Context: an optimization exercise on an open-source flow, tuned for small area. The choices shown serve that exercise and are no tape-out recipe.
The RTL was checked by simulation tests, not by an equivalence proof against the original design.
Power is estimated from default activity; no workload was simulated.

==> v15 <==
Design health_monitor, start of the top module:
module health_monitor(
    input  logic        clk,
    input  logic        rst,
    input  logic [11:0] adc_data,    
    output logic [15:0] led,         
    output logic        pulse,       
    output logic [6:0]  segs_n,
    output logic [7:0]  anode_n,
    output logic        dp_n
    );
==> flow/config.mk <==
export PLATFORM = sky130hd
export DESIGN_NAME = health_monitor
export DESIGN_NICKNAME = health_monitor
export VERILOG_FILES = /design/flow/design.v
export SDC_FILE = /design/flow/constraint.sdc
export NUM_CORES = 4
export LEC_CHECK = 0
export CAP_MARGIN = 20
export CORE_MARGIN = 2
export CORE_UTILIZATION = 40
export SLEW_MARGIN = 20
==> flow/constraint.sdc <==
create_clock -name core_clock -period 20.0 [get_ports {clk}]
set_input_delay 4.0000 -clock core_clock [delete_from_list [all_inputs] [get_ports {clk}]]
set_output_delay 4.0000 -clock core_clock [all_outputs]
set_load 0.01 [all_outputs]
run.sh (not shown) runs the stock make flow with config.mk's settings and CLKGATE_MAP_FILE= SYNTH_SCRIPT=/design/flow/synth_recipe.tcl, a recipe that flattens the netlist after the stock synthesis.
==> v18: changes against v15 <==
==> flow/flow/run.sh (new file) <==
#!/bin/bash
# Own layout flow.
#  1. the standard synthesis (standard.sh synth), unchanged.
#  2. The combinational logic between the standard synthesis's registers is
#     re-mapped for area with ABC (reopt.ys / reopt.abc).  Registers (their
#     instance names and cell types), full adders and tie cells are kept as
#     they are; only the gates between them are rebuilt.
#  3. The standard ORFS layout from floorplan to finish on that netlist, with
#     every port still buffered (by buf_1) and a clock tree built without
#     dummy loads.
# Each tool's output goes to a log_*.log file in the work folder.
set -euo pipefail
W=$(pwd)
R=$W/orfs/results/$FLOW_PLATFORM/health_monitor/base
YOSYS=${YOSYS_EXE:-$FLOW_HOME/../tools/install/yosys/bin/yosys}
[[ -x $YOSYS ]] || YOSYS=$(command -v yosys)
LIB=$FLOW_HOME/platforms/$FLOW_PLATFORM/lib/sky130_fd_sc_hd__tt_025C_1v80.lib

bash standard.sh synth > $W/log_1_standard_synth.log 2>&1
cp $R/1_2_yosys.v $W/synth_standard.v

# cells kept as they are: registers, full adders and tie cells
KEEP=$(grep -oE 'sky130_fd_sc_hd__(df|edf|sdf|dl|conb|fa_)[a-z0-9_]*' $W/synth_standard.v | sort -u | tr '\n' ' ')
sed -e "s#@LIB@#$LIB#g" -e "s#@KEEP@#$KEEP#g" -e "s#@IN@#$W/synth_standard.v#g" \
    -e "s#@OUT@#$W/synth_reopt.v#g" -e "s#@ABC@#$W/flow/reopt.abc#g" \
    -e "s#@TOP@#$FLOW_TOP#g" $W/flow/reopt.ys > $W/reopt_run.ys
$YOSYS -s $W/reopt_run.ys > $W/log_2_reopt.log 2>&1
cp $W/synth_reopt.v $R/1_2_yosys.v

bash standard.sh \
  "BUFFER_PORTS_ARGS=-buffer_cell sky130_fd_sc_hd__buf_1" \
  "CTS_ARGS=-sink_clustering_enable -repair_clock_nets -dont_use_dummy_load" \
  finish > $W/log_3_layout.log 2>&1
==> flow/flow/reopt.abc (new file) <==
strash
&get -n
&deepsyn -T 120
&put
dch
map -a
topo
==> flow/flow/reopt.ys (new file) <==
read_liberty -ignore_miss_func @LIB@
setattr -mod -set blackbox 1 @KEEP@
read_verilog @IN@
hierarchy -top @TOP@
flatten
opt_clean -purge
abc -liberty @LIB@ -dont_use sky130_fd_sc_hd__clkinv_1 -dont_use sky130_fd_sc_hd__clkbuf_1 -script @ABC@
opt_clean -purge
splitnets
opt_clean -purge
stat -liberty @LIB@
write_verilog -noattr -noexpr -nohex -nodec @OUT@
==> flow/standard.sh (new file) <==
#!/bin/bash
# synth_recipe.tcl (not shown) runs the flow's synth.tcl, then flattens the netlist and writes it again
# the make line also repeats each setting of config.mk as NAME=value (left out here)
make -C /OpenROAD-flow-scripts/flow DESIGN_CONFIG=/design/flow/config.mk WORK_HOME=/design/flow/orfs CLKGATE_MAP_FILE= SYNTH_SCRIPT=/design/flow/synth_recipe.tcl "${@:-finish}"
removed: flow/run.sh
==> v20: changes against v15 <==
- ABC_AREA: default -> 1
- CTS_BUF_LIST: default -> sky130_fd_sc_hd__clkbuf_4
==> notes <==
- Total power, highest first: v15, v20, v18.
- Against v15, the fmax of v18 is higher by about 2%.
- Cell count: v18 is lower than v15 (6.4%).
- Worst hold slack: v20 > v15 > v18.
- v20 ran to the end with no violations. v18 passed the timing, design-rule and antenna checks. v15 ran to the end with no violations.
- Between v20 and v18, the lower non-clock buffer count is in v20 (gap 1).
- The highest die area belongs to v20, the lowest to v18.
- Count of clock-buffer cells in the layout, lowest first: v18, v15, v20.
- Sequential cell count is the same in v15 and v20.
- Critical path depth, highest first: v20, v18, v15.
- Against v15, the via count of v20 is higher by about 7%.

## port drivers added, routing unchanged
The flow's constraints put no driver on any port. The routed layouts listed below were extracted and timed again, unchanged, in two steps. Step 1, drivers: a clkbuf_16 drives clk and a buf_2 each remaining input, both assumed. Step 2, shift: input delay + t, output delay - t, t = (earliest + latest rising clock arrival at the registers) / 2. This alone moves slack from input paths to output paths. a / b / c = no drivers / after step 1 / after step 2; a / b = the first two.
run	t (ns)	setup WS [ns]	worst hold slack (ns)
v15	0.351	7.498 / 7.471 / 7.822	0.347 / 0.347 / 0.347
v18	0.349	7.737 / 7.708 / 8.057	0.343 / 0.343 / 0.343
v20	0.408	8.167 / 8.139 / 8.547	0.354 / 0.354 / 0.354
After both steps setup and hold are still met in every run listed.
